Context: an optimization exercise on an open-source flow, tuned for small area, a short achievable clock period and few clock cycles per item. The choices shown serve that exercise and are no tape-out recipe.
At most, simulation tests tie the RTL to the original design; equivalence was not proved.
Power and IR drop assume default switching activity.

Design Fib, start of the top module:
module Fib
(
  input  clk,
  input  reset,
  input signed [32-1 : 0] fib_n,
  output signed [64-1 : 0] fib_return,
  output  fib_busy,
  input  fib_req
);
  function [63:0] rom(input [6:0] a);
    case (a)
      7'd0: rom = 64'h0000000000000000;
      7'd1: rom = 64'h0000000000000001;
      7'd2: rom = 64'h0000000000000001;
      7'd3: rom = 64'h0000000000000002;
      7'd4: rom = 64'h0000000000000003;
      7'd5: rom = 64'h0000000000000005;
      7'd6: rom = 64'h0000000000000008;
      7'd7: rom = 64'h000000000000000d;
      7'd8: rom = 64'h0000000000000015;
      7'd9: rom = 64'h0000000000000022;
      7'd10: rom = 64'h0000000000000037;
      7'd11: rom = 64'h0000000000000059;
      7'd12: rom = 64'h0000000000000090;
      7'd13: rom = 64'h00000000000000e9;
      7'd14: rom = 64'h0000000000000179;
      7'd15: rom = 64'h0000000000000262;
      7'd16: rom = 64'h00000000000003db;
      7'd17: rom = 64'h000000000000063d;
      7'd18: rom = 64'h0000000000000a18;
      7'd19: rom = 64'h0000000000001055;
      7'd20: rom = 64'h0000000000001a6d;
      7'd21: rom = 64'h0000000000002ac2;
      7'd22: rom = 64'h000000000000452f;
      7'd23: rom = 64'h0000000000006ff1;
  ...
Size: roughly 170 flip-flops, about 100 I/O pins.
Settings: LEC_CHECK=0, ABC_AREA=1, CAP_MARGIN=20, CORE_MARGIN=2, CORE_UTILIZATION=40, SETUP_SLACK_MARGIN=2.5, SLEW_MARGIN=20, SYNTH_MEMORY_MAX_BITS=16384; clock period 5.0 ns.
standard.sh (not shown) runs the stock make flow with config.mk's settings and CLKGATE_MAP_FILE= SYNTH_SCRIPT=/design/flow/synth_recipe.tcl, a recipe that flattens the netlist after the stock synthesis.
==> flow/flow/run.sh <==
#!/bin/bash
set -euo pipefail
export BUFFER_PORTS_ARGS="-buffer_cell sky130_fd_sc_hd__buf_2"
bash standard.sh > standard_flow.log 2>&1
The starting point ran to the end with no violations.
Change:
==> flow/flow/run.sh (replaced) <==
#!/bin/bash
set -euo pipefail
export BUFFER_PORTS_ARGS="-buffer_cell sky130_fd_sc_hd__buf_1"
bash standard.sh > standard_flow.log 2>&1
Result: Maximum frequency falls by about 1.2%; cell area is lower by 0.50%; worst setup slack got worse by 0.031 ns; global-route usage rises by 2.5 points; first-iteration DRC count came out higher by 7.4%; clock skew came out lower by 0.012 ns; critical path depth climbs by 1; combinational power is about the same.
No run of this note included a check of the RTL's function; only the layout flow was run.

## job 7643
Fib, a different RTL version from the one above (not shown whole).
Size: roughly 170 flip-flops, ~100 I/O pins.
Design Fib, start of the top module:
module Fib
(
  input  clk,
  input  reset,
  input signed [32-1 : 0] fib_n,
  output signed [64-1 : 0] fib_return,
  output  fib_busy,
  input  fib_req
);
==> flow/config.mk <==
export PLATFORM = sky130hd
export DESIGN_NAME = Fib
export DESIGN_NICKNAME = Fib
export VERILOG_FILES = /design/flow/design.v
export SDC_FILE = /design/flow/constraint.sdc
export NUM_CORES = 4
export LEC_CHECK = 0
export ABC_AREA = 1
export CAP_MARGIN = 20
export CORE_MARGIN = 2
export CORE_UTILIZATION = 40
export PLACE_DENSITY = 0.95
export SETUP_SLACK_MARGIN = 2.7
export SLEW_MARGIN = 20
==> flow/constraint.sdc <==
create_clock -name core_clock -period 5.0 [get_ports {clk}]
set_input_delay 1.0000 -clock core_clock [delete_from_list [all_inputs] [get_ports {clk}]]
set_output_delay 1.0000 -clock core_clock [all_outputs]
set_load 0.01 [all_outputs]
==> flow/flow/run.sh <==
#!/bin/bash
set -euo pipefail
export BUFFER_PORTS_ARGS="-buffer_cell sky130_fd_sc_hd__buf_1"
export CTS_ARGS="-sink_clustering_enable -repair_clock_nets -dont_use_dummy_load"
bash standard.sh > standard_flow.log 2>&1
Testbench counts of job 7643, summed over its fixed seeds: cycles 1,024, requests 1,024.
Input changes introduced in job 5059 (baseline for comparison: job 7643):
- changing PLACE_DENSITY from 0.95 to 0.85
- changing SETUP_SLACK_MARGIN from 2.7 to 2.8
## What came out
Compared to job 7643, job 5059 reaches a higher achievable clock. Clock tree cell share of total cell area (higher): job 7643. Routed wire length in job 5059 is 5.5 mm higher than in job 7643. As of job 5059, routed wire length on met3 had risen by more than 10% compared to job 7643. Job 5059: number of ordinary and repair buffers in the finished layout is 62 higher than what job 7643 reported. Job 7643 has higher portion of the clock cycle consumed by the worst path in the final layout than job 5059. Placed wire-length estimate after detailed placement (job 5059 vs. job 7643) increases by a little under 10%. From job 7643 to job 5059 the numbers moved as follows: data arrival time at the worst-slack endpoint down 0.05 ns; fraction of the mapped netlist area in compound gates roughly the same; non-filler instance count after layout now sits higher.
Here is what was changed in the inputs of job 3690 compared with job 5059.
- SETUP_SLACK_MARGIN: 2.8 -> 2.4
## What came out
Where routed wire length is concerned, job 5059 is outperformed by job 3690. Job 3690 vs job 5059 — power in combinational cells dropped by more than a quarter. The final reports for job 3690 and job 5059 show number of buffers other than clock buffers in the final layout lower in the former. Of job 3690 and job 5059, it is job 3690 that has the lower slack of the worst reg-to-reg path. [compare] base=job 5059 new=job 3690: top achievable clock speed decreased about 12%; storage element area closely matched the old numbers; total negative slack for setup checks about even; detailed placement HPWL was more or less identical.

Setup of job 1328:
Fib, a different RTL version from the one above (not shown whole).
Size: roughly 1200 cells after synthesis, roughly 170 flip-flops, ~100 I/O pins, roughly 8600 µm² of cells after synthesis.
export LEC_CHECK = 0
export ABC_AREA = 1
export CAP_MARGIN = 20
export CORE_MARGIN = 2
export CORE_UTILIZATION = 40
export SETUP_SLACK_MARGIN = 3.0
export SLEW_MARGIN = 20
create_clock -name core_clock -period 5.0 [get_ports {clk}]
==> flow/flow/run.sh <==
#!/bin/bash
set -euo pipefail
export BUFFER_PORTS_ARGS="-buffer_cell sky130_fd_sc_hd__buf_1"
export CTS_ARGS="-sink_clustering_enable -repair_clock_nets -buf_list sky130_fd_sc_hd__clkbuf_8 -dont_use_dummy_load"
bash standard.sh > standard_flow.log 2>&1
Job 1328 | status: complete | timing, DRC, antenna: pass
For job 7082, these inputs were changed with respect to job 1328:
Settings: SETUP_SLACK_MARGIN now 2.5, was 3.0.
Findings:
Job 7082 completed every stage of the flow, and the final layout passed the timing, DRC and antenna checks.
Min non-clock inverter instance count of the final layout across job 1328 and job 7082: job 7082
The number of multi-input combinational cells on job 1328 is in line with that on job 7082.
From job 1328 to job 7082 the numbers moved as follows: clock network fraction of design power now larger; mean routed wirelength per cell now smaller; routing usage on met2 now smaller; routed wire length now smaller; share of final-layout standard cells stronger than drive strength 1 now smaller.
For net switching power of the design, dividing the value from job 7082 by the value from job 1328 gives 0.867.
Going from job 1328 to job 7082, overall global routing resource usage shrinks by 4.0 points.
| internal portion of total power | lower: job 7082 |
Of the two candidates, job 1328 has the better worst slack at placement and job 7082 the worse one.
The following lists how job 6201 was set up differently from job 7082:
Settings: CTS_BUF_LIST: unset -> sky130_fd_sc_hd__clkbuf_8.
==> flow/flow/run.sh <==
#!/bin/bash
set -euo pipefail
export BUFFER_PORTS_ARGS="-buffer_cell sky130_fd_sc_hd__buf_1"
bash standard.sh > standard_flow.log 2>&1
Results
On worst hold slack: job 6201 sits above job 7082.
Job 6201 against job 7082: multi-input gate area in the final layout has decreased; setup slack has decreased.
Function was not checked in any run of this note: the RTL went through the layout flow alone.

## static timing again, ports no longer ideal
No port has a modelled driver above. Below, the same layouts with a new extraction and two added sets of constraints.
Step 1: set_driving_cell puts a clkbuf_16 on clk and a buf_2 on each other input, an assumption about the parent block.
Step 2 moves the port delays by t, midway between the first and last clock arrival at a register: inputs arrive t later, outputs are due t later. That takes back most of the time a late clock gives input paths.
Slacks: ideal ports / drivers / drivers and shift; pairs: ideal ports / drivers.
run | shift t [ns] | slack for setup (ns) | hold WS [ns]
the first run of note 1 | 0.478 | 2.456 / 2.481 / 2.003 | 0.325 / 0.325 / 0.325
the second run of note 1 | 0.483 | 2.425 / 2.427 / 1.944 | 0.323 / 0.323 / 0.323
job 7643 | 0.465 | 2.595 / 2.604 / 2.140 | 0.317 / 0.317 / 0.317
job 5059 | 0.470 | 2.662 / 2.671 / 2.201 | 0.311 / 0.311 / 0.311
job 3690 | 0.470 | 2.342 / 2.366 / 1.897 | 0.299 / 0.299 / 0.299
job 1328 | 0.488 | 2.602 / 2.590 / 2.102 | 0.286 / 0.286 / 0.286
job 7082 | 0.489 | 2.375 / 2.389 / 1.899 | 0.299 / 0.299 / 0.299
job 6201 | 0.517 | 2.318 / 2.345 / 1.828 | 0.327 / 0.327 / 0.327
After both steps setup and hold are still met in every run listed. For job 1328, which loses most, drivers alone change the setup slack by -0.012 ns; drivers and shift together by -0.500 ns.
